Source: an optimization exercise on an open RTL-to-GDS flow (aim: small area). Production flows keep margins and buffers that such runs may drop. The RTL was checked by simulation tests, not by an equivalence proof against the original design. No activity file was given, so power comes from the tool's default toggle rates.

Setup of the reference run:
==> flow/design.v (excerpt) <==
module uart_top(clk,reset,rd_en,wr_en,d_in,d_out,tx_full,rx_empty,tx,rx);
input clk,reset,wr_en;
input rd_en,rx;
input [7:0]d_in;
output tx;
output logic [7:0]d_out;
output logic rx_empty;
output logic tx_full;
logic baud_trig_tx, nonempty, pop, shift, done;
logic [3:0] tcount;
logic [7:0] cur;
b_clk   b_c(clk,reset,baud_trig_tx);
tx_fifo tx_ff(clk,reset,wr_en,d_in,pop,tcount,cur,tx_full);
uart_tx tx1(clk,reset,(tcount != 4'd0),baud_trig_tx,cur,pop,tx);
uart_rx rx1(clk,reset,rx,shift,done);
rx_fifo rx_ff(clk,reset,shift,rx,done,rd_en,d_out,rx_empty);
endmodule
export LEC_CHECK = 0
export CAP_MARGIN = 10
export CORE_MARGIN = 2
export CORE_UTILIZATION = 70
export GPL_TIMING_DRIVEN = 0
export PLACE_DENSITY = 0.8
export SLEW_MARGIN = 10
create_clock -name core_clock -period 10.0 [get_ports {clk}]
standard.sh (not shown) runs the stock make flow with config.mk's settings and CLKGATE_MAP_FILE= SYNTH_SCRIPT=/design/flow/synth_recipe.tcl, a recipe that flattens the netlist after the stock synthesis.
==> flow/flow/run.sh <==
#!/bin/bash
# Layout flow: the standard ORFS flow with an area-oriented ABC mapping
# of the combinational logic, smaller port buffers and a clock tree built
# from fewer, larger sink clusters. Every tool's output goes to a log file
# in this folder.
set -uo pipefail
W=$PWD
RES=$W/orfs/results/$FLOW_PLATFORM/uart_top/base

bash standard.sh synth > $W/log_1_standard_synth.txt 2>&1 || exit 1
cp $RES/1_2_yosys.v $W/ref_1_2_yosys.v
rm -rf $W/orfs

# 2. the same synthesis with an area-oriented ABC script
sed "s#log_cmd abc {\*}\$abc_args#set abc_args [lreplace \$abc_args 1 1 $W/flow/area.abc]\n  log_cmd abc {*}\$abc_args#" \
  $FLOW_HOME/scripts/synth.tcl > $W/synth_area.tcl
sed "s#source \$::env(SCRIPTS_DIR)/synth.tcl#source $W/synth_area.tcl#" synth_recipe.tcl > $W/synth_recipe_area.tcl
ok=1
SS=$W/synth_recipe_area.tcl
bash standard.sh SYNTH_SCRIPT=$W/synth_recipe_area.tcl synth > $W/log_2_area_synth.txt 2>&1 || ok=0
if [[ $ok == 1 ]]; then
  python3 $W/flow/flopcmp.py $W/ref_1_2_yosys.v $RES/1_2_yosys.v > $W/log_3_flopcmp.txt 2>&1 || ok=0
fi
if [[ $ok == 0 ]]; then
  echo "area synthesis unusable; falling back to the standard synthesis" >> $W/log_3_flopcmp.txt
  rm -rf $W/orfs
  SS=$W/synth_recipe.tcl
  bash standard.sh synth > $W/log_2_fallback_synth.txt 2>&1 || exit 1
fi

# 3. the rest of the standard flow
export BUFFER_PORTS_ARGS="-buffer_cell sky130_fd_sc_hd__buf_1"
export CTS_ARGS="-sink_clustering_enable -repair_clock_nets -dont_use_dummy_load -buf_list sky130_fd_sc_hd__clkbuf_4 -sink_clustering_size 10 -sink_clustering_max_diameter 35"
bash standard.sh SYNTH_SCRIPT=$SS finish > $W/log_4_finish.txt 2>&1 || exit 1
test -f $W/out/final.def
==> flow/flow/area.abc <==
strash
dch -f
map -a
topo
strash
dch -f
map -a
&get -n
&st
&dch
&nf -R 1000 -p
&put
&get -n
&st
&dch
&nf -R 1000 -p
&put
Other scripts of this flow, unchanged in this note and not shown: flow/flow/flopcmp.py
#### Input delta (the trial run over the reference run)
==> flow/flow/area.abc <==
strash
&get -n
&st
&dch -f
&nf -R 1000 -p
&put
&get -n
&st
&dch -f
&nf -R 1000 -p
&put
&get -n
&st
&dch -f
&nf -R 1000 -p
&put
==> comparison <==
- Both conditions hold for the reference run: the flow ran to the end and the final layout passed the timing, design-rule and antenna checks.
- The trial run reached the end of the flow, and the finished layout is clean on the timing, design-rule and antenna checks.
- Summary — minimum setup slack in the final design, the trial run relative to the reference run: higher, by 0.20 ns.
- In the flow results for the reference run and the trial run, the combinational cell fraction of total power is smaller on the reference run.
- Across both runs, average vias per placed instance was lower for the trial run than for the reference run.
- When the trial run is set beside the reference run, its worst-case hold slack turns out to be 0.022 ns smaller.
- The trial run ended with less share of post-route cells with drive strength above 1 than the reference run.
- Maximum number of pins on one net before global-route repair was higher in the reference run than in the trial run.
- What the reference run reported for wire length of the first global-routing pass has to be multiplied by 0.915 to get the figure for the trial run.

-- port drivers added, routing unchanged --
No port has a modelled driver above. Below, the same layouts with a new extraction and two added sets of constraints.
Step 1 (the two cells are an assumption about what drives the block):
set clk [get_ports {clk}]
set_driving_cell -lib_cell sky130_fd_sc_hd__clkbuf_16 $clk
set_driving_cell -lib_cell sky130_fd_sc_hd__buf_2 [delete_from_list [all_inputs] $clk]
Step 2 adds t to the input delays and takes it off the output delays; t is the mean of the earliest and latest rising clock arrival at the registers after step 1. Input paths then give back, and output paths get back, about the clock's delay inside the block.
Three values: no drivers, after step 1, after step 2; two values: the first two.
| run | t, ns | setup slack, ns | worst setup path after step 2 | worst slew at a driven data input, ns |
|---|---|---|---|---|
| the reference run | 0.651 | 5.665 / 5.627 / 5.795 | input to register | 0.03 |
| the trial run | 0.643 | 5.865 / 5.827 / 5.629 | input to register | 0.04 |
After both steps every run listed still meets setup and hold. For the trial run, which loses most, drivers alone change the setup slack by -0.038 ns; drivers and shift together by -0.236 ns.
